Source: an optimization exercise on an open RTL-to-GDS flow (aim: small area, a short achievable clock period and few clock cycles). Production flows keep margins and buffers that such runs may drop. In this exercise RTL edits were held to simulation tests only and were not proved equivalent to the original.

==> design.v <==
module rc_add #(parameter N = 8) (
    input  wire [N-1:0] a,
    input  wire [N-1:0] b,
    input  wire         ci,
    output wire [N-1:0] s,
    output wire         co
);
    wire [N:0] c;
    assign c[0] = ci;
    genvar i;
    generate for (i = 0; i < N; i = i + 1) begin : g
        assign s[i]   = a[i] ^ b[i] ^ c[i];
        assign c[i+1] = (a[i] & b[i]) | (a[i] & c[i]) | (b[i] & c[i]);
    end endgenerate
    assign co = c[N];
endmodule
module rc_inc #(parameter N = 8) (
    input  wire [N-1:0] a,
    input  wire         ci,
    output wire [N-1:0] s,
    output wire         co
);
    wire [N:0] c;
    assign c[0] = ci;
    genvar i;
    generate for (i = 0; i < N; i = i + 1) begin : g
        assign s[i]   = a[i] ^ c[i];
        assign c[i+1] = a[i] & c[i];
    end endgenerate
    assign co = c[N];
endmodule
module rc_ge #(parameter N = 8) (
    input  wire [N-1:0] a,
    input  wire [N-1:0] b,
    output wire         ge
);
    wire [N:0] c;
    assign c[0] = 1'b1;
    genvar i;
    generate for (i = 0; i < N; i = i + 1) begin : g
        assign c[i+1] = (a[i] & ~b[i]) | (a[i] & c[i]) | (~b[i] & c[i]);
    end endgenerate
    assign ge = c[N];
endmodule
module mul_acc (
    input  wire [9:0]  a,
    input  wire [9:0]  b,
    input  wire [9:0]  c,
    output wire [16:0] y
);
    wire [16:0] acc [0:10];
    assign acc[0] = {7'd0, c};
    genvar i;
    generate for (i = 0; i < 10; i = i + 1) begin : row
        wire [16:0] pp = {7'd0, a & {10{b[i]}}} << i;
        wire        co;
        rc_add #(17) u_add (.a(acc[i]), .b(pp), .ci(1'b0), .s(acc[i+1]), .co(co));
    end endgenerate
    assign y = acc[10];
endmodule
module ControladorRedimensionamento #(
    parameter LARGURA_ORIG = 320,
    parameter ALTURA_ORIG  = 240,
    parameter MAX_LARGURA  = 640,
    parameter MAX_ALTURA   = 480
)(
    input  wire        clk,
    input  wire        rst,
    input  wire        start,
    input  wire [1:0]  algoritmo,
    input  wire [1:0]  zoom_select,
    input  wire [7:0]  pixel_in,
    input  wire [7:0]  red_pixel,
    input  wire [8:0]  janela_x_inicio,
    input  wire [7:0]  janela_y_inicio,
    input  wire [10:0] janela_largura,
    input  wire [9:0]  janela_altura,
    output reg  [16:0] rom_addr,
    output reg  [16:0] ram_addr,
    output reg  [7:0]  pixel_out,
    output reg         wren,
    output reg         done
);
    reg        st_r;
    reg [1:0]  p_alg, p_k;
    reg [8:0]  p_jx, p_w;
    reg [7:0]  p_jy, p_h;
    reg [7:0]  rp;
    always @(posedge clk) begin
        p_alg <= algoritmo;
        p_k   <= zoom_select;
        p_jx  <= janela_x_inicio;
        p_jy  <= janela_y_inicio;
        p_w   <= janela_largura[8:0];
        p_h   <= janela_altura[7:0];
        rp    <= red_pixel;
    end
    always @(posedge clk or posedge rst)
        if (rst) st_r <= 1'b0;
        else     st_r <= start;
    wire k2 = p_k[1];                  
    wire k1 = ~p_k[1] & p_k[0];        
    wire [10:0] lax = k2 ? {p_w, 2'b00} : k1 ? {1'b0, p_w, 1'b0} : {2'b00, p_w};
    wire [9:0]  lay = k2 ? {p_h, 2'b00} : k1 ? {1'b0, p_h, 1'b0} : {2'b00, p_h};
    wire        cropx = lax[10] | (lax[9] & (lax[8] | (lax[7] & (|lax[6:0]))));
    wire        cropy = lay[9] | ((&lay[8:5]) & (|lay[4:0]));
    wire [3:0]  uxm;
    wire [4:0]  uym;
    wire        nc0, nc2;
    rc_add #(4) u_uxm (.a(lax[10:7]), .b(4'b1011),  .ci(1'b0), .s(uxm), .co(nc0));
    rc_add #(5) u_uym (.a(lay[9:5]),  .b(5'b10001), .ci(1'b0), .s(uym), .co(nc2));
    wire [9:0]  offx = cropx ? {uxm, lax[6:1]} : 10'd0;
    wire [9:0]  lfx  = cropx ? 10'd640 : lax[9:0];
    wire [9:0]  offy = cropy ? {1'b0, uym, lay[4:1]} : 10'd0;
    wire [9:0]  lfy  = cropy ? 10'd480 : lay;
    localparam S_IDLE = 2'd0, S_NR = 2'd1, S_DRAIN = 2'd2, S_DA = 2'd3;
    reg [1:0] estado;
    wire in_da = (estado == S_DA);
    wire is_nr  = ~p_alg[0];           
    wire is_rep = ~p_alg[1];           
    wire is_avg = p_alg[1];            
    reg [9:0] r_xa, r_ya, r_xr, r_yr;
    reg       r_dxy, r_dj;
    reg [9:0] n_xa, n_ya, n_xr, n_yr;
    reg       n_dxy, n_dj;
    wire [9:0] c_xa = is_rep ? r_xa : n_xa;
    wire [9:0] c_ya = is_rep ? r_ya : n_ya;
    wire [9:0] c_xr = is_rep ? r_xr : n_xr;
    wire [9:0] c_yr = is_rep ? r_yr : n_yr;
    wire       c_dxy = is_rep ? r_dxy : n_dxy;
    wire       c_dj = is_rep ? r_dj : n_dj;
    wire [9:0] xa_off, ya_off;
    wire       ge_x, ge_y, lim_x, lim_y;
    rc_add #(10) u_xoff (.a(c_xa), .b(~offx), .ci(1'b1), .s(xa_off), .co(ge_x));
    rc_add #(10) u_yoff (.a(c_ya), .b(~offy), .ci(1'b1), .s(ya_off), .co(ge_y));
    rc_ge  #(10) u_xlim (.a(xa_off), .b(lfx), .ge(lim_x));
    rc_ge  #(10) u_ylim (.a(ya_off), .b(lfy), .ge(lim_y));
    wire       s_dxy = ge_x & ~lim_x & ge_y & ~lim_y;    
    wire       s_dj  = c_dxy;
    wire [9:0] s_xr = c_dj ? xa_off : c_xr;
    wire [9:0] s_yr = c_dj ? ya_off : c_yr;
    reg [8:0] gX;
    reg [7:0] gY;
    reg [3:0] gJ;
    wire [8:0] gX1;
    wire [7:0] gY1;
    wire [3:0] gJ1;
    wire       gX1c, gY1c, nc6;
    rc_inc #(9) u_gx1 (.a(gX), .ci(1'b1), .s(gX1), .co(gX1c));
    rc_inc #(8) u_gy1 (.a(gY), .ci(1'b1), .s(gY1), .co(gY1c));
    rc_inc #(4) u_gj1 (.a(gJ), .ci(1'b1), .s(gJ1), .co(nc6));
    wire [1:0] smax   = k2 ? 2'd3 : {1'b0, k1};
    wire       i_last = (estado != S_IDLE) &
                        (is_rep ? (k2 ? (gJ == 4'd8) : (gJ == 4'd2)) : (gJ[1:0] == smax));
    wire       r_last = is_rep | (gJ[3:2] == smax);
    wire       x_last = (gX1 == p_w);
    wire       y_last = (gY1 == p_h);
    wire       g_last = i_last & x_last & r_last & y_last;
    wire [1:0] sy1 = gJ[3:2] + 2'd1;
    wire [3:0] nJ = ~i_last ? gJ1 :
                    is_rep  ? 4'd0 :
                    ~x_last ? {gJ[3:2], 2'b00} :        
                    r_last  ? 4'd0 :                    
                              {sy1, 2'b00};             
    wire [8:0] nX = i_last ? (x_last ? 9'd0 : gX1) : gX;
    wire [7:0] nY = (i_last & x_last & r_last) ? gY1 : gY;
    wire       j0 = (gJ == 4'd0);
    wire [3:0] jm1 = gJ - 4'd1;
    wire [1:0] ox = is_rep ? (j0 ? 2'd0 : (k2 ? (gJ[0] ? 2'd1 : 2'd3) : 2'd1)) : gJ[1:0];
    wire [1:0] oy = is_rep ? (j0 ? 2'd0 : (k2 ? jm1[2:1] : {1'b0, gJ[1]})) : gJ[3:2];
    wire [9:0] gXs = k2 ? {gX[7:0], 2'b00} : k1 ? {gX, 1'b0} : {1'b0, gX};
    wire [9:0] gYs = k2 ? {gY, 2'b00} : k1 ? {1'b0, gY, 1'b0} : {2'b00, gY};
    wire [9:0] ax = {gXs[9:2], gXs[1:0] | ox};
    wire [9:0] ay = {gYs[9:2], gYs[1:0] | oy};
    wire [8:0] xabs_l, yabs_l, tt_l, rh;
    wire       xabs_h, yabs_h, tt_h, nc7;
    rc_add #(9) u_xabs (.a(p_jx), .b(nX), .ci(1'b0), .s(xabs_l), .co(xabs_h));
    rc_add #(8) u_yabs (.a(p_jy), .b(nY), .ci(1'b0), .s(yabs_l[7:0]), .co(yabs_l[8]));
    wire [9:0] xabs = {xabs_h, xabs_l};
    wire [8:0] yabs = yabs_l;
    rc_add #(9) u_tt (.a(yabs), .b({5'd0, xabs[9:6]}), .ci(1'b0), .s(tt_l), .co(tt_h));
    rc_add #(9) u_rh (.a(yabs), .b({tt_h, tt_l[8:2]}), .ci(1'b0), .s(rh), .co(nc7));
    wire [16:0] rom_next = {rh, tt_l[1:0], xabs[5:0]};
    reg [16:0] dA;                     
    reg        dW;                     
    reg        t3l, t1e, t2e, t3e;
    wire [11:0] acc   = rom_addr[11:0];
    wire        rdone = rom_addr[12];
    wire        t1v   = rom_addr[13];
    wire        t1l   = rom_addr[14];
    wire        t2v   = rom_addr[15];
    wire        t2l   = rom_addr[16];
    wire        t3v   = dW;
    wire [1:0] lX = gJ[1:0];
    wire [1:0] lY = gJ[3:2];
    wire       lx_last = ~is_avg | (k2 ? (lX == 2'd3) : (lX == 2'd1));
    wire       ly_last = ~is_avg | (k2 ? (lY == 2'd3) : (lY == 2'd1));
    wire [1:0]  sm  = is_avg ? (k2 ? 2'd3 : 2'd1) : 2'd0;
    wire [10:0] qx  = k2 ? {gX1[8:0], sm} : {1'b0, gX1[8:0], sm[0]};
    wire [10:0] qy  = k2 ? {1'b0, gY1c, gY1, sm} : {2'b00, gY1c, gY1, sm[0]};
    wire        bx_last, by_last;
    rc_ge #(11) u_bxl (.a(qx), .b({2'b00, p_w}), .ge(bx_last));
    rc_ge #(11) u_byl (.a(qy), .b({3'b000, p_h}), .ge(by_last));
    wire        w_ragged = k2 ? (|p_w[1:0]) : p_w[0];
    wire        w_hold   = t3e & ~is_avg & w_ragged;
    wire [16:0] wA1;
    wire        nc9;
    rc_inc #(17) u_wa1 (.a(dA), .ci(~w_hold), .s(wA1), .co(nc9));
    wire       r_lastb = lx_last & ly_last;
    wire       r_final = r_lastb & bx_last & by_last;
    wire [9:0] yrow = k2 ? {gY, lY} : {1'b0, gY, lY[0]};
    wire [9:0] xcol = k2 ? {gX[7:0], lX} : {gX[8:0], lX[0]};
    wire       slow   = p_h[7];
    wire       w_dec  = t3v & t3l;
    wire       r_ok   = ~rdone & ~(slow & (t1l | t2l));
    wire       w_lastop = rdone & ~t1v & ~t2v;
    wire [11:0] sum;
    wire        nc10;
    rc_add #(12) u_sum (.a(acc), .b({4'd0, rp}), .ci(1'b0), .s(sum), .co(nc10));
    wire [7:0]  avg = k2 ? sum[11:4] : sum[9:2];
    wire [9:0] mul_a = in_da ? yrow : c_yr;
    wire [9:0] mul_c = in_da ? xcol : c_xr;
    wire [16:0] maddr;
    mul_acc u_mul (.a(mul_a), .b(lfx), .c(mul_c), .y(maddr));
    always @(posedge clk or posedge rst) begin
        if (rst) begin
            estado <= S_IDLE;
            done <= 1'b0;
            wren <= 1'b0;
            r_xa <= 0; r_ya <= 0; r_xr <= 0; r_yr <= 0;
            r_dxy <= 0; r_dj <= 0;
            n_xa <= 0; n_ya <= 0; n_xr <= 0; n_yr <= 0;
            n_dxy <= 0; n_dj <= 0;
        end else begin
            done <= 1'b0;
            case (estado)
                S_IDLE: begin
                    wren <= 1'b0;
                    if (st_r) begin
                        if (is_nr)
                            estado <= S_NR;
                        else if (p_k == 2'd0)
                            done <= 1'b1;           
                        else
                            estado <= S_DA;
                    end
                end
                S_NR: begin
                    if (is_rep) begin
                        r_xa <= ax; r_ya <= ay;
                        r_dxy <= s_dxy; r_dj <= s_dj;
                        r_xr <= s_xr; r_yr <= s_yr;
                    end else begin
                        n_xa <= ax; n_ya <= ay;
                        n_dxy <= s_dxy; n_dj <= s_dj;
                        n_xr <= s_xr; n_yr <= s_yr;
                    end
                    wren <= dW;
                    if (g_last) estado <= S_DRAIN;
                end
                S_DRAIN: begin
                    wren <= dW;
                    done <= 1'b1;
                    estado <= S_IDLE;
                end
                S_DA: begin
                    wren <= w_dec;
                    if (w_dec & w_lastop) begin
                        done <= 1'b1;
                        estado <= S_IDLE;
                    end
                end
            endcase
        end
    end
    reg [11:0] acc_n;
    reg        rdone_n, t1v_n, t1l_n;
    always @* begin
        acc_n   = t3v ? (t3l ? 12'd0 : sum) : acc;
        rdone_n = rdone;
        t1v_n   = 1'b0;
        t1l_n   = 1'b0;
        if (!w_dec && r_ok) begin
            t1v_n = 1'b1;
            t1l_n = r_lastb;
            if (r_final) rdone_n = 1'b1;
        end
    end
    always @(posedge clk) begin
        ram_addr  <= (in_da & ~w_dec) ? maddr : dA;
        pixel_out <= in_da ? (is_avg ? avg : rp) : pixel_in;
        dW  <= 1'b0;
        t3l <= 1'b0;
        t1e <= bx_last;
        t2e <= t1e;
        t3e <= t2e;
        rom_addr <= rom_next;
        case (estado)
            S_IDLE: begin
                gX <= 9'd0; gY <= 8'd0; gJ <= 4'd0;
                dA <= 17'd0;
                if (!is_nr) rom_addr <= 17'd0;
            end
            S_NR: begin
                gX <= nX; gY <= nY; gJ <= nJ;
                dA <= maddr;
                dW <= c_dj;
            end
            S_DA: begin
                rom_addr <= {t1l, t1v, t1l_n, t1v_n, rdone_n, acc_n};
                dW  <= t2v;
                t3l <= t2l;
                if (w_dec) begin
                    dA <= wA1;
                end else if (r_ok) begin
                    if (!lx_last) gJ[1:0] <= lX + 2'd1;
                    else begin
                        gJ[1:0] <= 2'd0;
                        if (!ly_last) gJ[3:2] <= lY + 2'd1;
                        else begin
                            gJ[3:2] <= 2'd0;
                            if (bx_last) begin gX <= 9'd0; gY <= gY1; end
                            else gX <= gX1;
                        end
                    end
                end
            end
            default: ;
        endcase
    end
endmodule
==> flow/run.sh <==
#!/bin/bash
# Layout flow: the standard ORFS flow (standard.sh, all steps), except
# that the buffers buffer_ports puts on every input and output port are
# sky130_fd_sc_hd__buf_1 cells. The make output goes to standard_flow.log;
# ORFS keeps each step's own log under orfs/logs/.
set -euo pipefail
cd "$(dirname "${BASH_SOURCE[0]}")/.."
export BUFFER_PORTS_ARGS="-buffer_cell sky130_fd_sc_hd__buf_1"
bash standard.sh > standard_flow.log 2>&1
==> standard.sh <==
#!/bin/bash
# synth_recipe.tcl (not shown) runs the flow's synth.tcl, then flattens the netlist and writes it again
# the make line also repeats each setting of config.mk as NAME=value (left out here)
make -C /OpenROAD-flow-scripts/flow DESIGN_CONFIG=/design/flow/config.mk WORK_HOME=/design/flow/orfs CLKGATE_MAP_FILE= SYNTH_SCRIPT=/design/flow/synth_recipe.tcl "${@:-finish}"
==> config.mk <==
export PLATFORM = sky130hd
export DESIGN_NAME = ControladorRedimensionamento
export DESIGN_NICKNAME = ControladorRedimensionamento
export VERILOG_FILES = /design/flow/design.v
export SDC_FILE = /design/flow/constraint.sdc
export NUM_CORES = 4
export LEC_CHECK = 0
export ABC_AREA = 1
export CAP_MARGIN = 20
export CORE_MARGIN = 2
export CORE_UTILIZATION = 40
export CTS_BUF_LIST = sky130_fd_sc_hd__clkbuf_16
export CTS_CLUSTER_DIAMETER = 100
export CTS_CLUSTER_SIZE = 20
export SLEW_MARGIN = 20
==> constraint.sdc <==
create_clock -name core_clock -period 85.0 [get_ports {clk}]
set_input_delay 17.0000 -clock core_clock [delete_from_list [all_inputs] [get_ports {clk}]]
set_output_delay 17.0000 -clock core_clock [all_outputs]
set_load 0.01 [all_outputs]
==> results of run 1 <==
==> cells by family (layout without fill, tap and decap cells) <==
group                      after synthesis  count (layout)  synth area share [%]
AOI/OAI and AO/OA                      333             333                  12.3
xor gates and xnor gates                28              28                  1.63
adders and majority gates              202             202                  23.4
buffers and inverters                  301             361                  7.96
DFF                                    220             220                  35.5
muxes                                   23              23                  1.54
and+or+nand+nor                        664             664                  17.7
==> cell type report <==
type                    count  area (um2)  area share [%]
well taps                 511         639            3.92
inverters                 220         828            5.08
flip-flops and latches    220        5360            32.9
repair buffers            115         488            2.99
clock inverters            11        58.8           0.361
multi-input cells        1250        8550            52.4
clock buffers              15         375            2.30
==> layout by cell type (no fill, tap or decap), drive strengths merged, types with 11 or more instances in the layout <==
| master | instances |
|---|---|
| a21oi | 44 |
| buf | 115 |
| clkbuf | 15 |
| dfrtp | 89 |
| dfxtp | 80 |
| edfxtp | 51 |
| fa | 133 |
| ha | 69 |
| inv | 227 |
| mux2i | 21 |
| nand2 | 432 |
| nand3 | 50 |
| nor2 | 157 |
| o211ai | 16 |
| o21ai | 221 |
| o221ai | 12 |
| o22ai | 19 |
| xnor2 | 11 |
| xor2 | 17 |
==> worst paths after layout <==
path	start	to	slack, ps	depth (start not counted)
max	rom_addr[1]$_DFFE_PP_	rom_addr[1]	66920	1
min	t2e$_DFF_P_	t3e$_DFF_P_	330	0
max reg2reg	p_k[1]$_DFF_P_	dA[16]$_DFFE_PP_	71100	35
min reg2reg	t2e$_DFF_P_	t3e$_DFF_P_	330	0
max in group asynchronous	rst	n_xr[2]$_DFFE_PP0P_	67320	3
min in group asynchronous	rst	r_ya[0]$_DFFE_PP0P_	16430	2
==> routing by layer <==
metal	global-route usage, %	vias up	share of wire (%)	routed length (um)
met1	28.9	5977	44	17900
met3	2.11	47	4.7	1910
met5	0	-	0	0
li1	-	5801	-	-
met4	5.90	0	2.6	1060
met2	36.5	312	48	19600
==> metrics by stage <==
| stage | instances |
|---|---|
| after floorplan | 1771 |
| after CTS | 2341 |
| after global routing | 2342 |
| final | 2342 |
| after global placement | 2315 |
| after detailed placement | 2315 |
==> summary.txt, run 1 <==
status=timing/DRC/antenna clean; All-Layer GR Usage=21.4%; synth warn=3; worst setup margin=66920 ps; final setup fails=0; dpl hpwl=30200 um; total negative slack=0 ps; WP buf/inv=1; post-route cell area=0.0163 mm2; Syn-to-layout area delta=8.01%; Crit Path Category=flop to primary output; initial antenna violation count=0; first-pass GRT wire length=65500 um; crit start category=flop; largest net degree at the start of global routing=75; Slew Viols, Final=0; CTS buffer count=15; top post-synthesis cells by area=fa_1 (18%), dfrtp_1 (15%), nand2_1 (11%), dfxtp_1 (11%), edfxtp_1 (10%); post-cts sizing count=0; Clock Tree Root=clkbuf_16; share of layout cells above drive strength 1=3.66%; ys async rst share=40.5%; Netlist cell types=51; total number of vias=12137; EDFF count, synth=51; clock latency (worst-skew pair)=510 ps; FP Rows=71; Synth top cells by count=nand2_1 (429), o21ai_0 (209), inv_1 (208); post-synth top area cell=fa_1; Die X=198 um; CTS tree=yes; H-tree levels=1; count of final hold-check violations=0; core area=0.0374 mm2; DP Worst Slack=66690 ps; Crit path arrival time=1080 ps; clock tree buffer depth=3; final core occ=43.6%; Clk pin slew, worst setup/hold paths=90 ps; #FFs+latches synth=220; Final ANT Viol Nets=0; Tightest Pin Transition=1110 ps; Syn Inst Count=1771; placed inst area=0.0159 mm2; Period minus WS final=18080 ps; Syn Nets=2034; DR WL/cell=17.3 um; hold_ws=333 ps; fillers=3792; CP Cell Sequence=buf_1; Post-CTS Setup Inserts=0; Max Fclk=0.0553 GHz; HP Class=flop to flop; I/O pin cnt=105; Relative slew margins=25.4%; Die H=198 um; post-synthesis average cell area=8.52 um2; Nets=2085; Sink Count=220; Routed WL=40500 um; CTS Hold Buffers Added=0; clk_skew=17.6 ps; post-synthesis cell area=0.0151 mm2; ys flop type=dfrtp_1; ant diodes=0; total gr overflow=0; sequential fraction of the synthesis area=35.5%; CP max stage delay=420 ps; vias in the first global route=12145; placer congestion estimate=0.878; post-synth top area share=17.6%; critical path's slowest cell=edfxtp_1; Pre-antenna DRT Iters=6; Starting DRT DRC Count=1057; final worst path period share=21.3%; delay-heaviest family, CP=flip-flops; mean number of vias per cell=5.18; full die area=0.0393 mm2; most frequent cell after synthesis=nand2_1; Largest regs=dA: 17 flops, ram_addr: 17 flops, rom_addr: 17 flops; RSZ-0062 raised after global routing=false; Residual DRC=0; Critical Path End Type=primary output; Starting Density=40.3%; Crit path required time=68000 ps; max-cap check violation count=0; crit path max fanout=2; IO Port Bufs=100
Testbench counts, summed over its fixed seeds: cycles 327,894.
==> run 2, diff against run 1 <==
--- a/design.v
+++ b/design.v
@@ -121,12 +121,14 @@
     wire is_avg = p_alg[1];            
-    reg [9:0] r_xa, r_ya, r_xr, r_yr;
-    reg       r_dxy, r_dj;
-    reg [9:0] n_xa, n_ya, n_xr, n_yr;
-    reg       n_dxy, n_dj;
-    wire [9:0] c_xa = is_rep ? r_xa : n_xa;
-    wire [9:0] c_ya = is_rep ? r_ya : n_ya;
-    wire [9:0] c_xr = is_rep ? r_xr : n_xr;
-    wire [9:0] c_yr = is_rep ? r_yr : n_yr;
-    wire       c_dxy = is_rep ? r_dxy : n_dxy;
-    wire       c_dj = is_rep ? r_dj : n_dj;
+    reg [9:0] a_xa, a_ya, a_xr, a_yr;
+    reg       a_dxy, a_dj;
+    reg [9:0] b_xa, b_ya, b_xr, b_yr;
+    reg       b_dxy, b_dj;
+    reg       a_nn, b_v;
+    wire [9:0] c_xa = a_xa;
+    wire [9:0] c_ya = a_ya;
+    wire [9:0] c_xr = a_xr;
+    wire [9:0] c_yr = a_yr;
+    wire       c_dxy = a_dxy;
+    wire       c_dj = a_dj;
+    wire       swap = (estado == S_IDLE) & st_r & is_nr & (a_nn == is_rep);
     wire [9:0] xa_off, ya_off;
@@ -229,6 +231,6 @@
             wren <= 1'b0;
-            r_xa <= 0; r_ya <= 0; r_xr <= 0; r_yr <= 0;
-            r_dxy <= 0; r_dj <= 0;
-            n_xa <= 0; n_ya <= 0; n_xr <= 0; n_yr <= 0;
-            n_dxy <= 0; n_dj <= 0;
+            a_xa <= 0; a_ya <= 0; a_xr <= 0; a_yr <= 0;
+            a_dxy <= 0; a_dj <= 0;
+            a_nn <= 1'b0;
+            b_v <= 1'b0;
         end else begin
@@ -238,2 +240,9 @@
                     wren <= 1'b0;
+                    if (swap) begin
+                        a_xa <= b_xa & {10{b_v}}; a_ya <= b_ya & {10{b_v}};
+                        a_xr <= b_xr & {10{b_v}}; a_yr <= b_yr & {10{b_v}};
+                        a_dxy <= b_dxy & b_v; a_dj <= b_dj & b_v;
+                        a_nn <= ~a_nn;
+                        b_v <= 1'b1;
+                    end
                     if (st_r) begin
@@ -248,11 +257,5 @@
                 S_NR: begin
-                    if (is_rep) begin
-                        r_xa <= ax; r_ya <= ay;
-                        r_dxy <= s_dxy; r_dj <= s_dj;
-                        r_xr <= s_xr; r_yr <= s_yr;
-                    end else begin
-                        n_xa <= ax; n_ya <= ay;
-                        n_dxy <= s_dxy; n_dj <= s_dj;
-                        n_xr <= s_xr; n_yr <= s_yr;
-                    end
+                    a_xa <= ax; a_ya <= ay;
+                    a_dxy <= s_dxy; a_dj <= s_dj;
+                    a_xr <= s_xr; a_yr <= s_yr;
                     wren <= dW;
@@ -289,2 +292,6 @@
     always @(posedge clk) begin
+        if (swap) begin
+            b_xa <= a_xa; b_ya <= a_ya; b_xr <= a_xr; b_yr <= a_yr;
+            b_dxy <= a_dxy; b_dj <= a_dj;
+        end
         ram_addr  <= (in_da & ~w_dec) ? maddr : dA;
==> summary.txt, run 2 <==
RSZ-0062 raised after global routing=false (unchanged); HP Class=flop to flop (unchanged); #FFs+latches synth=222 (was 220); vias in the first global route=11230 (was 12145); Period minus WS final=18100 ps (was 18080 ps); top post-synthesis cells by area=edfxtp_1 (19%), fa_1 (18%), dfxtp_1 (11%), dfrtp_1 (8.4%), nand2_1 (6.9%) (was fa_1 (18%), dfrtp_1 (15%), nand2_1 (11%), dfxtp_1 (11%), edfxtp_1 (10%)); clock latency (worst-skew pair)=500 ps (was 510 ps); most frequent cells in the layout=nand2_1 (269), inv_1 (208), nor2_1 (187) (was nand2_1 (429), inv_1 (214), o21ai_0 (209)); CP Depth=1 (unchanged); delay-heaviest family, CP=flip-flops (unchanged); initial antenna violation count=0 (unchanged); Crit Path Category=flop to primary output (unchanged); H-tree levels=1 (unchanged); ys async rst share=22.1% (was 40.5%); WP buf/inv=1 (unchanged); CP max stage delay=440 ps (was 420 ps); clk_skew=26.6 ps (was 17.6 ps); final setup fails=0 (unchanged); clock tree buffer depth=3 (unchanged); most frequent cell after synthesis=nand2_1 (unchanged); post-synth top area cell=edfxtp_1 (was fa_1); CP Cell Sequence=buf_1 (unchanged); sequential fraction of the synthesis area=38.4% (was 35.5%); Max Fclk=0.0553 GHz (about the same); crit path max fanout=2 (unchanged); IO Port Bufs=100 (unchanged); post-synthesis average cell area=9.12 um2 (was 8.52 um2); ant diodes=0 (unchanged); count of final hold-check violations=0 (unchanged); status=timing/DRC/antenna clean (unchanged); Relative slew margins=26.7% (was 25.4%); ys flop type=edfxtp_1 (was dfrtp_1); post-synthesis cell area=0.0146 mm2 (was 0.0151 mm2); largest net degree at the start of global routing=70 (was 75); EDFF count, synth=93 (was 51); core area=0.0363 mm2 (was 0.0374 mm2); max-cap check violation count=0 (unchanged); Critical Path End Type=primary output (unchanged); Worst Hold Path Cells=0 (unchanged); hold_ws=331 ps (was 333 ps); post-synth top area share=19.1% (was 17.6%); Largest regs=dA: 17 flops, ram_addr: 17 flops, rom_addr: 17 flops (unchanged); Nets=1927 (was 2085); Syn Inst Count=1603 (was 1771); Crit path required time=68000 ps (about the same); dpl hpwl=28400 um (was 30200 um); CP Launch Point=rom_addr[1]$_DFFE_PP_ (unchanged); Netlist cell types=56 (was 51); CP endpoint=rom_addr[1] (unchanged); Sink Count=222 (was 220); CTS tree=yes (unchanged); Clk pin slew, worst setup/hold paths=100 ps (was 90 ps); crit start category=flop (unchanged); fillers=3616 (was 3792); Syn-to-layout area delta=8.27% (was 8.01%); I/O pin cnt=105 (unchanged); full die area=0.0381 mm2 (was 0.0393 mm2); CTS buffer count=15 (unchanged); Residual DRC=0 (unchanged); post-cts sizing count=0 (unchanged); Routed WL=38300 um (was 40500 um); synth warn=3 (unchanged); R2R Path End=dA[16]$_DFFE_PP_ (unchanged); critical path's slowest cell=edfxtp_1 (unchanged); Final ANT Viol Nets=0 (unchanged); final worst path period share=21.3% (about the same); Seq. cell area=0.00562 mm2 (was 0.00536 mm2); commonest non-fill, non-tap cell in the layout=nand2_1 (unchanged); FF-to-FF path depth=36 (was 35); r2r setup slk=70880 ps (was 71100 ps); Syn Nets=1866 (was 2034); Slew Viols, Final=0 (unchanged); Starting Density=40.3% (about the same); CTS Hold Buffers Added=0 (unchanged); DR WL/cell=17.9 um (was 17.3 um); Crit path arrival time=1100 ps (was 1080 ps); total number of vias=11259 (was 12137); Starting DRT DRC Count=817 (was 1057); Clock Tree Root=clkbuf_16 (unchanged); Die X=195 um (was 198 um); area occupied by multi-input gates=0.00789 mm2 (was 0.00855 mm2); Pre-antenna DRT Iters=7 (was 6); placer congestion estimate=0.902 (was 0.878); Synth top cells by count=nand2_1 (269), inv_1 (201), nor2_1 (188) (was nand2_1 (429), o21ai_0 (209), inv_1 (208)); FP Rows=70 (was 71); first-pass GRT wire length=60900 um (was 65500 um); share of layout cells above drive strength 1=4.67% (was 3.66%); mean number of vias per cell=5.26 (was 5.18); total negative slack=0 ps (unchanged); Tightest Pin Transition=1090 ps (was 1110 ps); Post-CTS Setup Inserts=0 (unchanged); Critical R2R Launch=estado[0]$_DFFE_PP0P_ (was p_k[1]$_DFF_P_); All-Layer GR Usage=20.4% (was 21.4%); Die H=195 um (was 198 um); total gr overflow=0 (unchanged)
-- run 2: how the worst min path moves through the flow --
stage / start / to / slack (ps)
floorplan: t1e$_DFF_P_ / t2e$_DFF_P_ / 310
global placement: t2e$_DFF_P_ / t3e$_DFF_P_ / 310
detailed placement: t1e$_DFF_P_ / t2e$_DFF_P_ / 310
CTS: t1e$_DFF_P_ / t2e$_DFF_P_ / 330
global route: t2e$_DFF_P_ / t3e$_DFF_P_ / 340
finish: t2e$_DFF_P_ / t3e$_DFF_P_ / 330
-- run 2: stage by stage --
stage	std cells	util [%]	cell area [um2]	setup WS, ps
after detailed placement	2114	42.4	15400	67170
after global placement	2114	42.4	15400	67190
after floorplan	1603	-	14600	66830
after global routing	2140	43.7	15800	66860
final	2140	43.7	15800	66900
after CTS	2139	43.6	15800	66880
-- run 2: area by class of cell --
cell class	instances	area share [%]
multi-input combinational	1096	49.8
sequential	222	35.5
inverter	214	5.09
tap	468	3.70
timing repair buffer	115	3.13
clock buffer	15	2.37
clock inverter	10	0.348
-- run 2: metal layers --
metal  wire (um)  global-route usage (%)  vias up
met5           0                       0        -
met4         805                    5.15        0
met3        2620                    2.69       43
met2       18100                    34.6      370
met1       16700                    27.7     5503
li1            -                       -     5343
-- run 2: logic make-up after synthesis --
family	synth area share, %
fa+ha+maj	24.4
flops	38.4
buf+inv	7.81
compound gates	12.2
xor+xnor	1.74
simple gates	15.4
Testbench counts of run 2, summed over its fixed seeds: cycles 327,894.
==> run 3, diff against run 2 <==
--- a/design.v
+++ b/design.v
@@ -126,2 +126,3 @@
     reg       a_nn, b_v;
+    reg       fresh;                   
     wire [9:0] c_xa = a_xa;
@@ -133,2 +134,3 @@
     wire       swap = (estado == S_IDLE) & st_r & is_nr & (a_nn == is_rep);
+    wire       a_ld = (estado == S_IDLE) & (swap | fresh);    
     wire [9:0] xa_off, ya_off;
@@ -231,4 +233,3 @@
             wren <= 1'b0;
-            a_xa <= 0; a_ya <= 0; a_xr <= 0; a_yr <= 0;
-            a_dxy <= 0; a_dj <= 0;
+            fresh <= 1'b1;
             a_nn <= 1'b0;
@@ -240,6 +241,4 @@
                     wren <= 1'b0;
+                    fresh <= 1'b0;
                     if (swap) begin
-                        a_xa <= b_xa & {10{b_v}}; a_ya <= b_ya & {10{b_v}};
-                        a_xr <= b_xr & {10{b_v}}; a_yr <= b_yr & {10{b_v}};
-                        a_dxy <= b_dxy & b_v; a_dj <= b_dj & b_v;
                         a_nn <= ~a_nn;
@@ -257,5 +256,2 @@
                 S_NR: begin
-                    a_xa <= ax; a_ya <= ay;
-                    a_dxy <= s_dxy; a_dj <= s_dj;
-                    a_xr <= s_xr; a_yr <= s_yr;
                     wren <= dW;
@@ -296,2 +292,11 @@
         end
+        if (a_ld) begin
+            a_xa <= b_xa & {10{b_v}}; a_ya <= b_ya & {10{b_v}};
+            a_xr <= b_xr & {10{b_v}}; a_yr <= b_yr & {10{b_v}};
+            a_dxy <= b_dxy & b_v; a_dj <= b_dj & b_v;
+        end else if (estado == S_NR) begin
+            a_xa <= ax; a_ya <= ay;
+            a_dxy <= s_dxy; a_dj <= s_dj;
+            a_xr <= s_xr; a_yr <= s_yr;
+        end
         ram_addr  <= (in_da & ~w_dec) ? maddr : dA;
==> summary.txt, run 3 <==
total number of vias=10949 (was 11259); delay-heaviest family, CP=flip-flops (unchanged); Critical Path End Type=primary output (unchanged); top post-synthesis cells by area=edfxtp_1 (28%), fa_1 (18%), dfxtp_1 (11%), nand2_1 (7.3%), ha_1 (5.9%) (was edfxtp_1 (19%), fa_1 (18%), dfxtp_1 (11%), dfrtp_1 (8.4%), nand2_1 (6.9%)); DR WL/cell=18.5 um (was 17.9 um); HP Class=flop to flop (unchanged); r2r setup slk=70360 ps (was 70880 ps); Period minus WS final=18120 ps (was 18100 ps); core area=0.0357 mm2 (was 0.0363 mm2); total negative slack=0 ps (unchanged); EDFF count, synth=135 (was 93); final worst path period share=21.3% (about the same); Starting DRT DRC Count=878 (was 817); final setup fails=0 (unchanged); Residual DRC=0 (unchanged); RSZ-0062 raised after global routing=false (unchanged); CTS buffer count=15 (unchanged); post-cts sizing count=0 (unchanged); vias in the first global route=11118 (was 11230); count of final hold-check violations=0 (unchanged); dpl hpwl=28700 um (was 28400 um); WP buf/inv=1 (unchanged); IO Port Bufs=100 (unchanged); CP max stage delay=450 ps (was 440 ps); All-Layer GR Usage=20.5% (was 20.4%); CP Cell Sequence=buf_1 (unchanged); Routed WL=38300 um (about the same); ys async rst share=3.59% (was 22.1%); post-synth top area cell=edfxtp_1 (unchanged); FP Rows=69 (was 70); most frequent cells in the layout=nand2_1 (281), inv_1 (202), nor2_1 (179) (was nand2_1 (269), inv_1 (208), nor2_1 (187)); clk_skew=24.8 ps (was 26.6 ps); Relative slew margins=28.2% (was 26.7%); synth warn=3 (unchanged); Starting Density=40.7% (was 40.3%); share of layout cells above drive strength 1=4.46% (was 4.67%); Tightest Pin Transition=1070 ps (was 1090 ps); Clock Tree Root=clkbuf_16 (unchanged); initial antenna violation count=0 (unchanged); H-tree levels=1 (unchanged); Sink Count=223 (was 222); Crit Path Category=flop to primary output (unchanged); Largest regs=dA: 17 flops, ram_addr: 17 flops, rom_addr: 17 flops (unchanged); CTS tree=yes (unchanged); Die X=195 um (about the same); Nets=1868 (was 1927); clock latency (worst-skew pair)=500 ps (about the same); I/O pin cnt=105 (unchanged); Post-CTS Setup Inserts=0 (unchanged); Finished Layout Cells=2074 (was 2140); critical path's slowest cell=edfxtp_1 (unchanged); placed cell count=2049 (was 2114); CP Depth=1 (unchanged); post-synthesis average cell area=9.44 um2 (was 9.12 um2); total gr overflow=0 (unchanged); post-synthesis cell area=0.0145 mm2 (was 0.0146 mm2); FF-to-FF path depth=35 (was 36); most frequent cell after synthesis=nand2_1 (unchanged); Syn-to-layout area delta=8.26% (was 8.27%); #FFs+latches synth=223 (was 222); Crit path required time=68000 ps (about the same); Worst Hold Path Cells=0 (unchanged); max-cap check violation count=0 (unchanged); CTS Hold Buffers Added=0 (unchanged); Crit path arrival time=1120 ps (was 1100 ps); Syn Inst Count=1538 (was 1603); Final ANT Viol Nets=0 (unchanged); commonest non-fill, non-tap cell in the layout=nand2_1 (unchanged); Max Fclk=0.0552 GHz (was 0.0553 GHz); mean number of vias per cell=5.28 (was 5.26); status=timing/DRC/antenna clean (unchanged); Netlist cell types=52 (was 56); Synth top cells by count=nand2_1 (281), inv_1 (195), nor2_1 (180) (was nand2_1 (269), inv_1 (201), nor2_1 (188)); Die H=195 um (about the same); Clk pin slew, worst setup/hold paths=100 ps (about the same); largest net degree at the start of global routing=55 (was 70); ant diodes=0 (unchanged); crit path max fanout=2 (unchanged); first-pass GRT wire length=60600 um (was 60900 um); sequential fraction of the synthesis area=40.3% (was 38.4%); full die area=0.0378 mm2 (was 0.0381 mm2); crit start category=flop (unchanged); Syn Nets=1801 (was 1866); Slew Viols, Final=0 (unchanged); clock tree buffer depth=3 (unchanged); Pre-antenna DRT Iters=5 (was 7); ys flop type=edfxtp_1 (unchanged); placer congestion estimate=0.913 (was 0.902); post-synth top area share=27.9% (was 19.1%)
## run 3: final timing paths
| kind | startpoint | endpoint |
|---|---|---|
| max | rom_addr[1]$_DFFE_PP_ | rom_addr[1] |
| min | t2e$_DFF_P_ | t3e$_DFF_P_ |
| max reg2reg | p_k[1]$_DFF_P_ | dA[16]$_DFFE_PP_ |
| min reg2reg | t2e$_DFF_P_ | t3e$_DFF_P_ |
| max in group asynchronous | rst | fresh$_DFFE_PP1P_ |
| min in group asynchronous | rst | b_v$_DFFE_PP0P_ |
## run 3: cell type report
class                   instances  area (um2)
repair buffers                113         473
inverters                     206         778
clock inverters                 9        46.3
multi-input cells            1046        7590
flip-flops and latches        223        5860
well taps                     461         577
clock buffers                  16         400
fillers                      3510       19900
## run 3: cells by family (layout without fill, tap and decap cells)
kind of cell,after synthesis,after routing,synth area share (%)
flip-flops,223,223,40.3
buffers and inverters,269,344,7.55
AND/OR/NAND/NOR,537,537,15.0
XOR/XNOR,32,32,1.93
adder cells (fa/ha/maj),202,202,24.3
AO/OA/AOI/OAI,275,275,10.9
## run 3: stage by stage
stage                     setup slack [ps]  area [um2]  hold slack, ps  utilization (%)
after floorplan                      67500       14500             310                -
after global placement               67430       15300             313             42.8
after detailed placement             67420       15300             321             42.8
after CTS                            66870       15700             335             44.1
after global routing                 66860       15700             346             44.1
final                                66880       15700             337             44.1
## run 3: routing by layer
| metal | up-vias | global-route usage (%) | wire [um] |
|---|---|---|---|
| li1 | 5154 | - | - |
| met4 | 0 | 5.10 | 857 |
| met5 | - | 0 | 0 |
| met1 | 5327 | 27.9 | 16500 |
| met3 | 50 | 3.47 | 3090 |
| met2 | 418 | 34.1 | 17900 |
Testbench counts of run 3, summed over its fixed seeds: cycles 327,894.
==> run 4, diff against run 3 <==
--- a/design.v
+++ b/design.v
@@ -222,3 +222,3 @@
     wire        nc10;
-    rc_add #(12) u_sum (.a(acc), .b({4'd0, rp}), .ci(1'b0), .s(sum), .co(nc10));
+    rc_add #(12) u_sum (.a(acc), .b({4'd0, rp & {8{t3v}}}), .ci(1'b0), .s(sum), .co(nc10));
     wire [7:0]  avg = k2 ? sum[11:4] : sum[9:2];
@@ -277,4 +277,4 @@
     always @* begin
-        acc_n   = t3v ? (t3l ? 12'd0 : sum) : acc;
-        rdone_n = rdone;
+        acc_n   = t3l ? 12'd0 : sum;
+        rdone_n = rdone | (~w_dec & r_ok & r_final);
         t1v_n   = 1'b0;
@@ -284,3 +284,2 @@
             t1l_n = r_lastb;
-            if (r_final) rdone_n = 1'b1;
         end
==> summary.txt, run 4 <==
Clk pin slew, worst setup/hold paths=80 ps (was 100 ps); Finished Layout Cells=2070 (was 2074); Max Fclk=0.0554 GHz (was 0.0552 GHz); Sink Count=223 (unchanged); clock tree buffer depth=3 (unchanged); Netlist cell types=59 (was 52); post-cts sizing count=0 (unchanged); core area=0.0355 mm2 (was 0.0357 mm2); CP max stage delay=380 ps (was 450 ps); Routed WL=37400 um (was 38300 um); total gr overflow=0 (unchanged); #FFs+latches synth=223 (unchanged); status=timing/DRC/antenna clean (unchanged); IO Port Bufs=100 (unchanged); Die X=194 um (was 195 um); Crit path arrival time=1060 ps (was 1120 ps); Largest regs=dA: 17 flops, ram_addr: 17 flops, rom_addr: 17 flops (unchanged); share of layout cells above drive strength 1=4.66% (was 4.46%); placed cell count=2045 (was 2049); Final ANT Viol Nets=0 (unchanged); Syn Nets=1796 (was 1801); Syn-to-layout area delta=8.33% (was 8.26%); crit path max fanout=3 (was 2); Seq. cell area=0.00573 mm2 (was 0.00586 mm2); Critical Path End Type=primary output (unchanged); Tightest Pin Transition=1050 ps (was 1070 ps); Relative slew margins=29.8% (was 28.2%); All-Layer GR Usage=19.9% (was 20.5%); post-synthesis average cell area=9.40 um2 (was 9.44 um2); sequential fraction of the synthesis area=39.8% (was 40.3%); RSZ-0062 raised after global routing=false (unchanged); clock latency (worst-skew pair)=510 ps (was 500 ps); CP Cell Sequence=buf_1 (unchanged); DR WL/cell=18.1 um (was 18.5 um); placed inst area=0.0152 mm2 (was 0.0153 mm2); first-pass GRT wire length=59400 um (was 60600 um); crit start category=flop (unchanged); clk_skew=50.8 ps (was 24.8 ps); CTS tree=yes (unchanged); final core occ=44.0% (was 44.1%); H-tree levels=1 (unchanged); Syn Inst Count=1533 (was 1538); ys flop type=edfxtp_1 (unchanged); total negative slack=0 ps (unchanged); I/O pin cnt=105 (unchanged); Nets=1864 (was 1868); CTS buffer count=15 (unchanged); Synth top cells by count=nand2_1 (285), inv_1 (190), nor2_1 (168) (was nand2_1 (281), inv_1 (195), nor2_1 (180)); Starting Density=40.6% (was 40.7%); Crit Path Category=flop to primary output (unchanged); placer congestion estimate=0.874 (was 0.913); Starting DRT DRC Count=785 (was 878); worst setup margin=66940 ps (was 66880 ps); critical path's slowest cell=dfxtp_1 (was edfxtp_1); post-synth top area share=25.4% (was 27.9%); Period minus WS final=18060 ps (was 18120 ps); CTS Hold Buffers Added=0 (unchanged); total number of vias=10821 (was 10949); most frequent cell after synthesis=nand2_1 (unchanged); ys async rst share=3.59% (unchanged); max-cap check violation count=0 (unchanged); most frequent cells in the layout=nand2_1 (285), inv_1 (198), nor2_1 (168) (was nand2_1 (281), inv_1 (202), nor2_1 (179)); Post-CTS Setup Inserts=0 (unchanged); ant diodes=0 (unchanged); synth warn=3 (unchanged); mean number of vias per cell=5.23 (was 5.28); HP Class=flop to flop (unchanged); largest net degree at the start of global routing=60 (was 55); area occupied by multi-input gates=0.00762 mm2 (was 0.00759 mm2); fillers=3478 (was 3510); full die area=0.0375 mm2 (was 0.0378 mm2); DP Worst Slack=67460 ps (was 67420 ps); FP Rows=69 (unchanged); post-route cell area=0.0156 mm2 (was 0.0157 mm2); Pre-antenna DRT Iters=5 (unchanged); final worst path period share=21.2% (was 21.3%); Residual DRC=0 (unchanged); post-synth top area cell=edfxtp_1 (unchanged); count of final hold-check violations=0 (unchanged); final setup fails=0 (unchanged); Slew Viols, Final=0 (unchanged); post-synthesis cell area=0.0144 mm2 (was 0.0145 mm2); delay-heaviest family, CP=flip-flops (unchanged); WP buf/inv=1 (unchanged); GR Util met3=2.90% (was 3.47%); commonest non-fill, non-tap cell in the layout=nand2_1 (unchanged); busiest grt layer=met2 (unchanged); EDFF count, synth=122 (was 135); vias in the first global route=10854 (was 11118); global-route met1 utilization=27.5% (was 27.9%); Clock Tree Root=clkbuf_16 (unchanged); dpl hpwl=28100 um (was 28700 um); initial antenna violation count=0 (unchanged); Crit path required time=68000 ps (about the same); grt met2 use=33.0% (was 34.1%); Die H=194 um (was 195 um); top post-synthesis cells by area=edfxtp_1 (25%), fa_1 (18%), dfxtp_1 (13%), nand2_1 (7.4%), ha_1 (6.0%) (was edfxtp_1 (28%), fa_1 (18%), dfxtp_1 (11%), nand2_1 (7.3%), ha_1 (5.9%))
run 4: path summary, 6_finish.rpt:
kind / startpoint / endpoint / slack, ps / depth (start not counted)
min in group asynchronous: rst / estado[1]$_DFFE_PP0P_ / 16390 / 2
min reg2reg: t1e$_DFF_P_ / t2e$_DFF_P_ / 340 / 0
max: rom_addr[14]$_DFF_P_ / rom_addr[14] / 66940 / 1
max reg2reg: p_k[1]$_DFF_P_ / dA[16]$_DFFE_PP_ / 70180 / 34
max in group asynchronous: rst / fresh$_DFFE_PP1P_ / 68300 / 2
min: t1e$_DFF_P_ / t2e$_DFF_P_ / 340 / 0
run 4: per-layer routing:
metal	vias to the layer above	part of all wire (%)
met5	-	0
met4	0	2.3
met3	48	6.3
met2	327	47
met1	5315	44
li1	5131	-
run 4: per-stage QoR:
step | hold WS, ps
6_report | 337
5_1_grt | 347
4_1_cts | 341
3_5_place_dp | 318
3_3_place_gp | 311
2_1_floorplan | 310
run 4: final cells by class:
cell class	instances	area share, %
multi-input cells	1045	48.8
flip-flops and latches	223	36.7
inverters	205	4.94
well taps	461	3.70
repair buffers	111	3.06
clock buffers	15	2.41
clock inverters	10	0.353
run 4: cells by family (layout without fill, tap and decap cells):
logic type / after synthesis / count (layout) / synth area share (%)
AND/OR/NAND/NOR: 537 / 537 / 15.3
AO/OA/AOI/OAI: 275 / 275 / 11.1
buffers and inverters: 265 / 341 / 7.46
flip-flops: 223 / 223 / 39.8
adder cells (fa/ha/maj): 203 / 203 / 24.5
XOR/XNOR: 30 / 30 / 1.82
Testbench counts of run 4, summed over its fixed seeds: cycles 327,894.
==> run 5, diff against run 4 <==
--- a/design.v
+++ b/design.v
@@ -87,3 +87,2 @@
     reg [7:0]  p_jy, p_h;
-    reg [7:0]  rp;
     always @(posedge clk) begin
@@ -91,7 +90,4 @@
         p_k   <= zoom_select;
-        p_jx  <= janela_x_inicio;
-        p_jy  <= janela_y_inicio;
         p_w   <= janela_largura[8:0];
         p_h   <= janela_altura[7:0];
-        rp    <= red_pixel;
     end
@@ -189,3 +185,7 @@
     reg        dW;                     
-    reg        t3l, t1e, t2e, t3e;
+    wire [7:0] rp  = p_jx[7:0];
+    wire       t3l = p_jx[8];
+    wire       t1e = p_jy[0];
+    wire       t2e = p_jy[1];
+    wire       t3e = p_jy[2];
     wire [11:0] acc   = rom_addr[11:0];
@@ -303,6 +303,4 @@
         dW  <= 1'b0;
-        t3l <= 1'b0;
-        t1e <= bx_last;
-        t2e <= t1e;
-        t3e <= t2e;
+        p_jx <= janela_x_inicio;
+        p_jy <= janela_y_inicio;
         rom_addr <= rom_next;
@@ -322,3 +320,4 @@
                 dW  <= t2v;
-                t3l <= t2l;
+                p_jx <= {t2l, red_pixel};
+                p_jy <= {p_jy[7:3], t2e, t1e, bx_last};
                 if (w_dec) begin
--- a/config.mk
+++ b/config.mk
@@ -10,3 +10,3 @@
 export CORE_MARGIN = 2
-export CORE_UTILIZATION = 40
+export CORE_UTILIZATION = 65
 export CTS_BUF_LIST = sky130_fd_sc_hd__clkbuf_16
==> summary.txt, run 5 <==
vias in the first global route=11123 (was 10854); Routed WL=35000 um (was 37400 um); post-synth top area share=26.7% (was 25.4%); Critical Path End Type=primary output (unchanged); IO Port Bufs=100 (unchanged); r2r setup slk=70440 ps (was 70180 ps); mean number of vias per cell=5.73 (was 5.23); largest net degree at the start of global routing=53 (was 60); max-cap check violation count=0 (unchanged); Period minus WS final=18030 ps (was 18060 ps); H-tree levels=1 (unchanged); clk_skew=30.0 ps (was 50.8 ps); post-synthesis cell area=0.0143 mm2 (was 0.0144 mm2); EDFF count, synth=127 (was 122); Crit path required time=68000 ps (about the same); Nets=1886 (was 1864); RSZ-0062 raised after global routing=false (unchanged); Sink Count=211 (was 223); synth warn=3 (unchanged); DR WL/cell=18.3 um (was 18.1 um); worst setup margin=66970 ps (was 66940 ps); hold_ws=455 ps (was 337 ps); ant diodes=0 (unchanged); sequential fraction of the synthesis area=38.7% (was 39.8%); most frequent cell after synthesis=nand2_1 (unchanged); Die H=152 um (was 194 um); Residual DRC=0 (unchanged); CP Launch Point=rom_addr[13]$_DFF_P_ (was rom_addr[14]$_DFF_P_); top post-synthesis cells by area=edfxtp_1 (27%), fa_1 (19%), dfxtp_1 (11%), nand2_1 (8.3%), ha_1 (6.0%) (was edfxtp_1 (25%), fa_1 (18%), dfxtp_1 (13%), nand2_1 (7.4%), ha_1 (6.0%)); CP max stage delay=370 ps (was 380 ps); CP endpoint=rom_addr[13] (was rom_addr[14]); Post-CTS Setup Inserts=0 (unchanged); Tightest Pin Transition=1060 ps (was 1050 ps); count of final hold-check violations=0 (unchanged); CTS tree=yes (unchanged); share of layout cells above drive strength 1=4.84% (was 4.66%); DP Worst Slack=67490 ps (was 67460 ps); post-synthesis average cell area=9.20 um2 (was 9.40 um2); ys flop type=edfxtp_1 (unchanged); Pre-antenna DRT Iters=5 (unchanged); total number of vias=10941 (was 10821); CP Depth=1 (unchanged); final worst path period share=21.2% (about the same); crit path max fanout=3 (unchanged); WP buf/inv=1 (unchanged); critical path's slowest cell=dfxtp_1 (unchanged); Synth top cells by count=nand2_1 (315), inv_1 (195), nor2_1 (174) (was nand2_1 (285), inv_1 (190), nor2_1 (168)); #FFs+latches synth=211 (was 223); FP Rows=54 (was 69); full die area=0.0232 mm2 (was 0.0375 mm2); R2R Path End=dA[16]$_DFFE_PP_ (unchanged); post-cts sizing count=0 (unchanged); placer congestion estimate=0.938 (was 0.874); total negative slack=0 ps (unchanged); total gr overflow=0 (unchanged); Starting Density=65.9% (was 40.6%); FF-to-FF path depth=33 (was 34); Netlist cell types=56 (was 59); CP Cell Sequence=buf_1 (unchanged); HP Class=flop to flop (unchanged); Crit path arrival time=1030 ps (was 1060 ps); Clock Tree Root=clkbuf_16 (unchanged); Syn Inst Count=1554 (was 1533); post-synth top area cell=edfxtp_1 (unchanged); Starting DRT DRC Count=694 (was 785); CTS Hold Buffers Added=0 (unchanged); final core occ=70.4% (was 44.0%); Largest regs=dA: 17 flops, ram_addr: 17 flops, rom_addr: 17 flops (unchanged); core area=0.0217 mm2 (was 0.0355 mm2); final setup fails=0 (unchanged); Crit Path Category=flop to primary output (unchanged); Slew Viols, Final=0 (unchanged); initial antenna violation count=0 (unchanged); crit start category=flop (unchanged); first-pass GRT wire length=57400 um (was 59400 um); status=timing/DRC/antenna clean (unchanged); All-Layer GR Usage=31.1% (was 19.9%); startpoint of the worst hold path=a_yr[6]$_DFFE_PP_ (was t1e$_DFF_P_); I/O pin cnt=105 (unchanged); Syn-to-layout area delta=6.86% (was 8.33%); most frequent cells in the layout=nand2_1 (315), inv_1 (202), nor2_1 (173) (was nand2_1 (285), inv_1 (198), nor2_1 (168)); Syn Nets=1817 (was 1796); Max Fclk=0.0555 GHz (was 0.0554 GHz); Die X=152 um (was 194 um); ys async rst share=3.79% (was 3.59%); delay-heaviest family, CP=flip-flops (unchanged); clock tree buffer depth=3 (unchanged); fillers=1771 (was 3478); CTS buffer count=14 (was 15); clock latency (worst-skew pair)=500 ps (was 510 ps); Critical R2R Launch=estado[0]$_DFFE_PP0P_ (was p_k[1]$_DFF_P_); commonest non-fill, non-tap cell in the layout=nand2_1 (unchanged); Clk pin slew, worst setup/hold paths=80 ps (about the same); Relative slew margins=29.0% (was 29.8%); Final ANT Viol Nets=0 (unchanged); dpl hpwl=26600 um (was 28100 um)
run 5: worst register-to-register path: cells and delay by family (launching register included):
kind	cells	cell delay, ps
adders and majority gates	25	11720
and+or+nand+nor	2	360
DFF	1	390
AOI/OAI and AO/OA	2	620
buffers and inverters	1	570
xor gates and xnor gates	3	620
run 5: final cells by class:
type / count / area, um2 / share of cell area, %
inverter: 213 / 800 / 5.23
clock inverter: 9 / 38.8 / 0.254
multi-input combinational: 1067 / 7680 / 50.3
clock buffer: 15 / 375 / 2.46
timing repair buffer: 116 / 495 / 3.24
tap: 280 / 350 / 2.29
sequential: 211 / 5540 / 36.3
run 5: routing by layer:
metal / vias up / GRT usage, % / routed length (um)
li1: 5199 / - / -
met1: 5271 / 42.7 / 14900
met2: 410 / 53.4 / 16900
met3: 61 / 2.90 / 2280
met4: 0 / 9.03 / 918
met5: - / 0 / 0
run 5: how the worst min path moves through the flow:
stage                   endpoint  slack, ps  cells after the start
2_1_floorplan     b_dj$_DFFE_PP_        430                      0
3_3_place_gp   b_yr[2]$_DFFE_PP_        430                      0
3_5_place_dp   b_ya[0]$_DFFE_PP_        430                      0
4_1_cts        b_yr[6]$_DFFE_PP_        460                      0
5_1_grt        b_xr[9]$_DFFE_PP_        460                      0
6_report       b_yr[6]$_DFFE_PP_        460                      0
run 5: metrics by stage:
stage	cells	area [um2]
3_3_place_gp	1887	14900
2_1_floorplan	1554	14300
4_1_cts	1911	15300
6_report	1911	15300
3_5_place_dp	1887	14900
5_1_grt	1911	15300
run 5: cell families (layout without fill, tap and decap cells):
logic type	Yosys count	count (layout)	synth area share (%)
and+or+nand+nor	557	557	15.7
buffers and inverters	276	353	7.75
adders and majority gates	204	204	24.8
DFF	211	211	38.7
xor gates and xnor gates	26	26	1.59
AOI/OAI and AO/OA	280	280	11.4
Testbench counts of run 5, summed over its fixed seeds: cycles 327,894.
==> run 6, diff against run 5 <==
--- a/config.mk
+++ b/config.mk
@@ -12,4 +12,4 @@
 export CTS_BUF_LIST = sky130_fd_sc_hd__clkbuf_16
-export CTS_CLUSTER_DIAMETER = 100
-export CTS_CLUSTER_SIZE = 20
+export CTS_CLUSTER_DIAMETER = 120
+export CTS_CLUSTER_SIZE = 22
 export SLEW_MARGIN = 20
==> summary.txt, run 6 <==
status=timing/DRC/antenna clean (unchanged); clk_skew=17.4 ps (was 30.0 ps); Critical R2R Launch=estado[0]$_DFFE_PP0P_ (unchanged); max-cap check violation count=0 (unchanged); commonest non-fill, non-tap cell in the layout=nand2_1 (unchanged); post-route cell area=0.0152 mm2 (was 0.0153 mm2); first-pass GRT wire length=57100 um (was 57400 um); most frequent cell after synthesis=nand2_1 (unchanged); vias in the first global route=11094 (was 11123); Relative slew margins=28.8% (was 29.0%); Tightest Pin Transition=1060 ps (about the same); area occupied by multi-input gates=0.00768 mm2 (unchanged); RSZ-0062 raised after global routing=false (unchanged); H-tree levels=1 (unchanged); Worst Hold Path Cells=0 (unchanged); initial antenna violation count=0 (unchanged); Clk pin slew, worst setup/hold paths=90 ps (was 80 ps); Critical Path End Type=primary output (unchanged); total number of vias=10964 (was 10941); post-synthesis cell area=0.0143 mm2 (unchanged); Worst Hold End=b_yr[6]$_DFFE_PP_ (unchanged); core area=0.0217 mm2 (unchanged); CTS tree=yes (unchanged); post-synth top area share=26.7% (unchanged); Die H=152 um (unchanged); placer congestion estimate=0.938 (unchanged); post-synthesis average cell area=9.20 um2 (unchanged); placed inst area=0.0149 mm2 (unchanged); Syn Nets=1817 (unchanged); Routed WL=34700 um (was 35000 um); fillers=1785 (was 1771); final setup fails=0 (unchanged); Syn-to-layout area delta=6.50% (was 6.86%); final worst path period share=21.2% (about the same); total gr overflow=0 (unchanged); R2R Path End=dA[16]$_DFFE_PP_ (unchanged); Nets=1885 (was 1886); Period minus WS final=18010 ps (was 18030 ps); startpoint of the worst hold path=a_yr[6]$_DFFE_PP_ (unchanged); #FFs+latches synth=211 (unchanged); clock latency (worst-skew pair)=470 ps (was 500 ps); WP buf/inv=1 (unchanged); CP Cell Sequence=buf_1 (unchanged); Die X=152 um (unchanged); Pre-antenna DRT Iters=5 (unchanged); CTS buffer count=13 (was 14); post-synth top area cell=edfxtp_1 (unchanged); largest net degree at the start of global routing=53 (unchanged); Slew Viols, Final=0 (unchanged); dpl hpwl=26600 um (unchanged); full die area=0.0232 mm2 (unchanged); FP Rows=54 (unchanged); ys async rst share=3.79% (unchanged); CTS Hold Buffers Added=0 (unchanged); FF-to-FF path depth=33 (unchanged); IO Port Bufs=100 (unchanged); I/O pin cnt=105 (unchanged); Max Fclk=0.0555 GHz (about the same); r2r setup slk=70480 ps (was 70440 ps); ant diodes=0 (unchanged); Starting DRT DRC Count=739 (was 694); sequential fraction of the synthesis area=38.7% (unchanged); Crit path arrival time=1010 ps (was 1030 ps); Residual DRC=0 (unchanged); Synth top cells by count=nand2_1 (315), inv_1 (195), nor2_1 (174) (unchanged); crit path max fanout=3 (unchanged); crit start category=flop (unchanged); CP max stage delay=380 ps (was 370 ps); count of final hold-check violations=0 (unchanged); delay-heaviest family, CP=flip-flops (unchanged); Post-CTS Setup Inserts=0 (unchanged); All-Layer GR Usage=30.9% (was 31.1%); Clock Tree Root=clkbuf_16 (unchanged); Sink Count=211 (unchanged); Netlist cell types=56 (unchanged); synth warn=3 (unchanged); mean number of vias per cell=5.75 (was 5.73); Crit path required time=68000 ps (about the same); Seq. cell area=0.00554 mm2 (unchanged); EDFF count, synth=127 (unchanged); clock tree buffer depth=3 (unchanged); share of layout cells above drive strength 1=4.73% (was 4.84%); ys flop type=edfxtp_1 (unchanged); Syn Inst Count=1554 (unchanged); final core occ=70.2% (was 70.4%); Largest regs=dA: 17 flops, ram_addr: 17 flops, rom_addr: 17 flops (unchanged); post-cts sizing count=0 (unchanged); Crit Path Category=flop to primary output (unchanged); total negative slack=0 ps (unchanged); Final ANT Viol Nets=0 (unchanged); most frequent cells in the layout=nand2_1 (315), inv_1 (201), nor2_1 (173) (was nand2_1 (315), inv_1 (202), nor2_1 (173)); top post-synthesis cells by area=edfxtp_1 (27%), fa_1 (19%), dfxtp_1 (11%), nand2_1 (8.3%), ha_1 (6.0%) (unchanged); DR WL/cell=18.2 um (was 18.3 um); HP Class=flop to flop (unchanged); Starting Density=65.9% (unchanged); critical path's slowest cell=dfxtp_1 (unchanged)
-- run 6: cell counts after synthesis --
No cell type changed its count.
-- run 6: stage by stage --
step	hold WS (ps)	worst slack [ps]	instances
floorplan	426	67560	1554
detailed placement	433	67490	1887
CTS	456	66980	1908
finish	457	66990	1908
global route	464	66930	1908
global placement	432	67490	1887
-- run 6: worst max-delay path by stage --
stage                               from           end  slack [ps]  depth (start not counted)
detailed placement  rom_addr[11]$_DFF_P_  rom_addr[11]       67490                          1
global placement     rom_addr[1]$_DFF_P_   rom_addr[1]       67490                          1
global route        rom_addr[15]$_DFF_P_  rom_addr[15]       66930                          1
CTS                 rom_addr[11]$_DFF_P_  rom_addr[11]       66980                          1
floorplan           rom_addr[13]$_DFF_P_  rom_addr[13]       67560                          1
finish              rom_addr[15]$_DFF_P_  rom_addr[15]       66990                          1
-- run 6: cell families after synthesis --
family / share of synthesized area [%]
AND/OR/NAND/NOR: 15.7
AO/OA/AOI/OAI: 11.4
buffers and inverters: 7.75
flip-flops: 38.7
adder cells (fa/ha/maj): 24.8
XOR/XNOR: 1.59
-- run 6: layout make-up --
| cell class | count | area share [%] |
|---|---|---|
| Clock inverter | 8 | 0.238 |
| Inverter | 213 | 5.25 |
| Multi-Input combinational cell | 1067 | 50.4 |
| Sequential cell | 211 | 36.4 |
| Clock buffer | 13 | 2.14 |
| Tap cell | 280 | 2.30 |
| Timing Repair Buffer | 116 | 3.25 |
-- run 6: layer usage --
layer | track usage (%) | vias up | wire length, um
met5 | 0 | - | 0
met4 | 8.46 | 0 | 787
li1 | - | 5198 | -
met1 | 42.7 | 5263 | 14800
met2 | 53.0 | 445 | 16900
met3 | 2.70 | 58 | 2300

## afterwards: timing with drivers on the ports
Ports are ideal in the flow. The routed layouts listed here were re-timed in OpenROAD.
Step 1 assumes that a clkbuf_16 drives the clock port and a buf_2 every other input.
Step 2, shift: input delay + t, output delay - t, t = (earliest + latest rising clock arrival at the registers) / 2. This alone moves slack from input paths to output paths.
Three values: ideal ports, drivers, drivers and shift; two values: the first two.
| run | t (ns) | setup slack, ns | hold WS [ns] |
|---|---|---|---|
| run 1 | 0.551 | 66.918 / 66.866 / 66.804 | 0.333 / 0.333 / 0.333 |
| run 2 | 0.540 | 66.904 / 66.853 / 67.234 | 0.331 / 0.331 / 0.331 |
| run 3 | 0.542 | 66.883 / 66.833 / 67.376 | 0.337 / 0.337 / 0.337 |
| run 4 | 0.536 | 66.939 / 66.890 / 67.426 | 0.337 / 0.337 / 0.337 |
| run 5 | 0.530 | 66.970 / 66.921 / 67.452 | 0.455 / 0.455 / 0.455 |
| run 6 | 0.512 | 66.987 / 66.938 / 67.449 | 0.457 / 0.457 / 0.457 |
After both steps setup and hold are still met in every run listed. For run 1, which loses most, drivers alone change the setup slack by -0.052 ns; drivers and shift together by -0.114 ns. Setup slack includes reset recovery checks.
